Background: an optimization exercise with open tools, aiming at small area, a short achievable clock period and few clock cycles per item. Do not read the settings as production practice. Only simulation tests tie the RTL to the original design; equivalence was not proved.

Setup of run A:
==> flow/design.v (excerpt) <==
module fast_power (
    input             clk,
    input             rst,
    input             start,
    input      [31:0] base,
    input      [31:0] exponent,
    output     [31:0] result,
    output reg        done
);
==> flow/config.mk <==
export PLATFORM = sky130hd
export DESIGN_NAME = fast_power
export DESIGN_NICKNAME = fast_power
export VERILOG_FILES = /design/flow/design.v
export SDC_FILE = /design/flow/constraint.sdc
export NUM_CORES = 4
export LEC_CHECK = 0
export ABC_AREA = 1
export CAP_MARGIN = 60
export CORE_MARGIN = 2
export CORE_UTILIZATION = 40
export SLEW_MARGIN = 85
==> flow/constraint.sdc <==
create_clock -name core_clock -period 24.0 [get_ports {clk}]
set_input_delay 4.8000 -clock core_clock [delete_from_list [all_inputs] [get_ports {clk}]]
set_output_delay 4.8000 -clock core_clock [all_outputs]
set_load 0.01 [all_outputs]
run.sh (not shown) runs the stock make flow with config.mk's settings and CLKGATE_MAP_FILE= SYNTH_SCRIPT=/design/flow/synth_recipe.tcl, a recipe that flattens the netlist after the stock synthesis.
Testbench counts of run A, summed over its fixed seeds: cycles 59,928, items 2,400.
Relative to run A, the following input files were edited for run C:
- SLEW_MARGIN: 85 -> 60
- CORE_UTILIZATION: 40 -> 60
### Flow results
In run C the hold slack turned out 0.033 ns lower than in run A.
Summary of run C over run A: area of the die shrank by 20000 sq um; count of fill cells added during filler insertion shrank by about 30%.
Timing endpoint of the critical path = b_e[6]: run C; timing endpoint of the critical path = b_l: run A

---

job 9918:
Another version of the RTL of fast_power (not shown whole).
Size in the first run: roughly 2,700 cells after synthesis, about 100 I/O pins.
clock: 24.0 ns
lec_check: 0
abc_area: 1
cap_margin: 60
core_margin: 2
core_utilization: 40
slew_margin: 65
Testbench counts of job 9918, summed over its fixed seeds: cycles 59,928, items 2,400.
> inputs changed (job 9918 -> job 1073)
Settings: ABC_AREA changed from 1 to 0; SLEW_MARGIN changed from 65 to 75.
==> flow/flow/run.sh (new file) <==
#!/bin/bash
# Standard layout, with the port buffers made of buf_1 cells instead of
# the default delay buffers. Each tool's output goes to a log file here.
set -e
cp standard.sh standard_copy.sh.txt
export BUFFER_PORTS_ARGS="-buffer_cell sky130_fd_sc_hd__buf_1"
bash standard.sh > standard.log 2>&1
==> flow/standard.sh (new file) <==
#!/bin/bash
# synth_recipe.tcl (not shown) runs the flow's synth.tcl, then flattens the netlist and writes it again
# the make line also repeats each setting of config.mk as NAME=value (left out here)
make -C /OpenROAD-flow-scripts/flow DESIGN_CONFIG=/design/flow/config.mk WORK_HOME=/design/flow/orfs CLKGATE_MAP_FILE= SYNTH_SCRIPT=/design/flow/synth_recipe.tcl "${@:-finish}"
removed: flow/run.sh
Results
The final layout from job 1073, which completed every stage, passed the timing, DRC and antenna checks at the end of the flow.
Per the comparison of job 1073 with job 9918, fraction of area in multi-input gates up 4.8 points; final non-filler cell area +5400 µm².
Fraction of layout cells with a size suffix above 1 | job 1073 above job 9918
The number of placed cells counting well taps in job 1073 sits 20% above the value recorded for job 9918.
Final estimated routing congestion in global placement, job 9918 and job 1073, higher one = job 9918.
Between job 9918 and job 1073, the flow reports multi-input combinational cell count increasing by more than a quarter.
--- input diff job 1073..job 5702 ---
Settings: SLEW_MARGIN changed from 75 to 80; ABC_AREA changed from 0 to 1.
==> flow/run.sh (new file) <==
#!/bin/bash
# synth_recipe.tcl (not shown) runs the flow's synth.tcl, then flattens the netlist and writes it again
# the make line also repeats each setting of config.mk as NAME=value (left out here)
make -C /OpenROAD-flow-scripts/flow DESIGN_CONFIG=/design/flow/config.mk WORK_HOME=/design/flow/orfs CLKGATE_MAP_FILE= SYNTH_SCRIPT=/design/flow/synth_recipe.tcl finish
removed: flow/flow/run.sh
removed: flow/standard.sh
--- outcome ---
Job 5702: flow completed, timing, DRC and antenna clean. Compared with job 1073, job 5702 shows a lower met2 capacity usage during global routing. From job 1073 to job 5702 the numbers moved as follows: final worst setup slack rose 1.53 ns; final wirelength fell 26%; synthesized area divided by synthesized cell count rose about 0.5%. From job 1073 to job 5702 the numbers moved as follows: number of storage elements in the synthesis netlist closely matched the old numbers, average via count per standard cell shrank by 12%.

---

fast_power again, from the RTL that the note above started with.
==> flow/config.mk <==
export PLATFORM = sky130hd
export DESIGN_NAME = fast_power
export DESIGN_NICKNAME = fast_power
export VERILOG_FILES = /design/flow/design.v
export SDC_FILE = /design/flow/constraint.sdc
export NUM_CORES = 4
export LEC_CHECK = 0
export ABC_AREA = 1
export CAP_MARGIN = 60
export CORE_MARGIN = 2
export CORE_UTILIZATION = 40
export SLEW_MARGIN = 75
==> flow/constraint.sdc <==
create_clock -name core_clock -period 24.0 [get_ports {clk}]
set_input_delay 4.8000 -clock core_clock [delete_from_list [all_inputs] [get_ports {clk}]]
set_output_delay 4.8000 -clock core_clock [all_outputs]
set_load 0.01 [all_outputs]
standard.sh (not shown) runs the stock make flow with config.mk's settings and CLKGATE_MAP_FILE= SYNTH_SCRIPT=/design/flow/synth_recipe.tcl, a recipe that flattens the netlist after the stock synthesis.
==> flow/flow/run.sh <==
#!/bin/bash
# Standard layout, with the port buffers made of buf_1 cells instead of
# the default delay buffers. Each tool's output goes to a log file here.
set -e
cp standard.sh standard_copy.sh.txt
export BUFFER_PORTS_ARGS="-buffer_cell sky130_fd_sc_hd__buf_1"
bash standard.sh > standard.log 2>&1
The baseline produced a clean layout.
Testbench counts at the start, summed over its fixed seeds: cycles 59,928, items 2,400.
Then changed:
==> flow/run.sh (new file) <==
#!/bin/bash
# synth_recipe.tcl (not shown) runs the flow's synth.tcl, then flattens the netlist and writes it again
# the make line also repeats each setting of config.mk as NAME=value (left out here)
make -C /OpenROAD-flow-scripts/flow DESIGN_CONFIG=/design/flow/config.mk WORK_HOME=/design/flow/orfs CLKGATE_MAP_FILE= SYNTH_SCRIPT=/design/flow/synth_recipe.tcl finish
removed: flow/flow/run.sh
removed: flow/standard.sh
The new run produced a clean layout.
Setup slack gets worse by 0.16 ns.
Routed wire length goes down by about 0.7%.
Count of clock-buffer cells in the layout goes up by 1.
Cell area goes up by about 2.8%.
Cell count stays flat.
Non-clock buffer count goes down by 1.
Die area does not change.
Core utilization goes up by 1.3 points.
Area after synthesis stays the same.
Via count goes down by 0.31%.

re-timing with driven ports:
No port has a modelled driver above. Below, the same layouts with a new extraction and two added sets of constraints.
Step 1, drivers: a clkbuf_16 drives clk and a buf_2 each remaining input, both assumed.
Step 2 times the ports against the registers' clock, not the clock port: input delays grow and output delays shrink by t, the midpoint of the rising clock arrivals with the driver on.
a / b / c = ideal ports / drivers / drivers and shift; a / b = the first two.
run	shift t [ns]	slack for setup (ns)	worst hold slack (ns)	latest minus earliest clock arrival (ns)	cell pins on the clock port's net
run A	0.475	16.365 / 16.365 / 16.365	0.526 / 0.526 / 0.526	0.011 / 0.011	1
run C	0.479	16.358 / 16.358 / 16.358	0.493 / 0.493 / 0.493	0.009 / 0.009	1
job 9918	0.407	16.209 / 16.209 / 16.209	0.519 / 0.519 / 0.519	0.013 / 0.012	1
job 1073	0.402	15.238 / 15.238 / 15.238	0.496 / 0.496 / 0.496	0.013 / 0.013	1
job 5702	0.404	16.763 / 16.763 / 16.763	0.498 / 0.498 / 0.498	0.009 / 0.009	1
the first run of note 3	0.405	16.816 / 16.816 / 16.816	0.512 / 0.512 / 0.512	0.013 / 0.013	1
the second run of note 3	0.404	16.659 / 16.659 / 16.659	0.525 / 0.525 / 0.525	0.011 / 0.010	1
After both steps setup and hold are still met in every run listed.
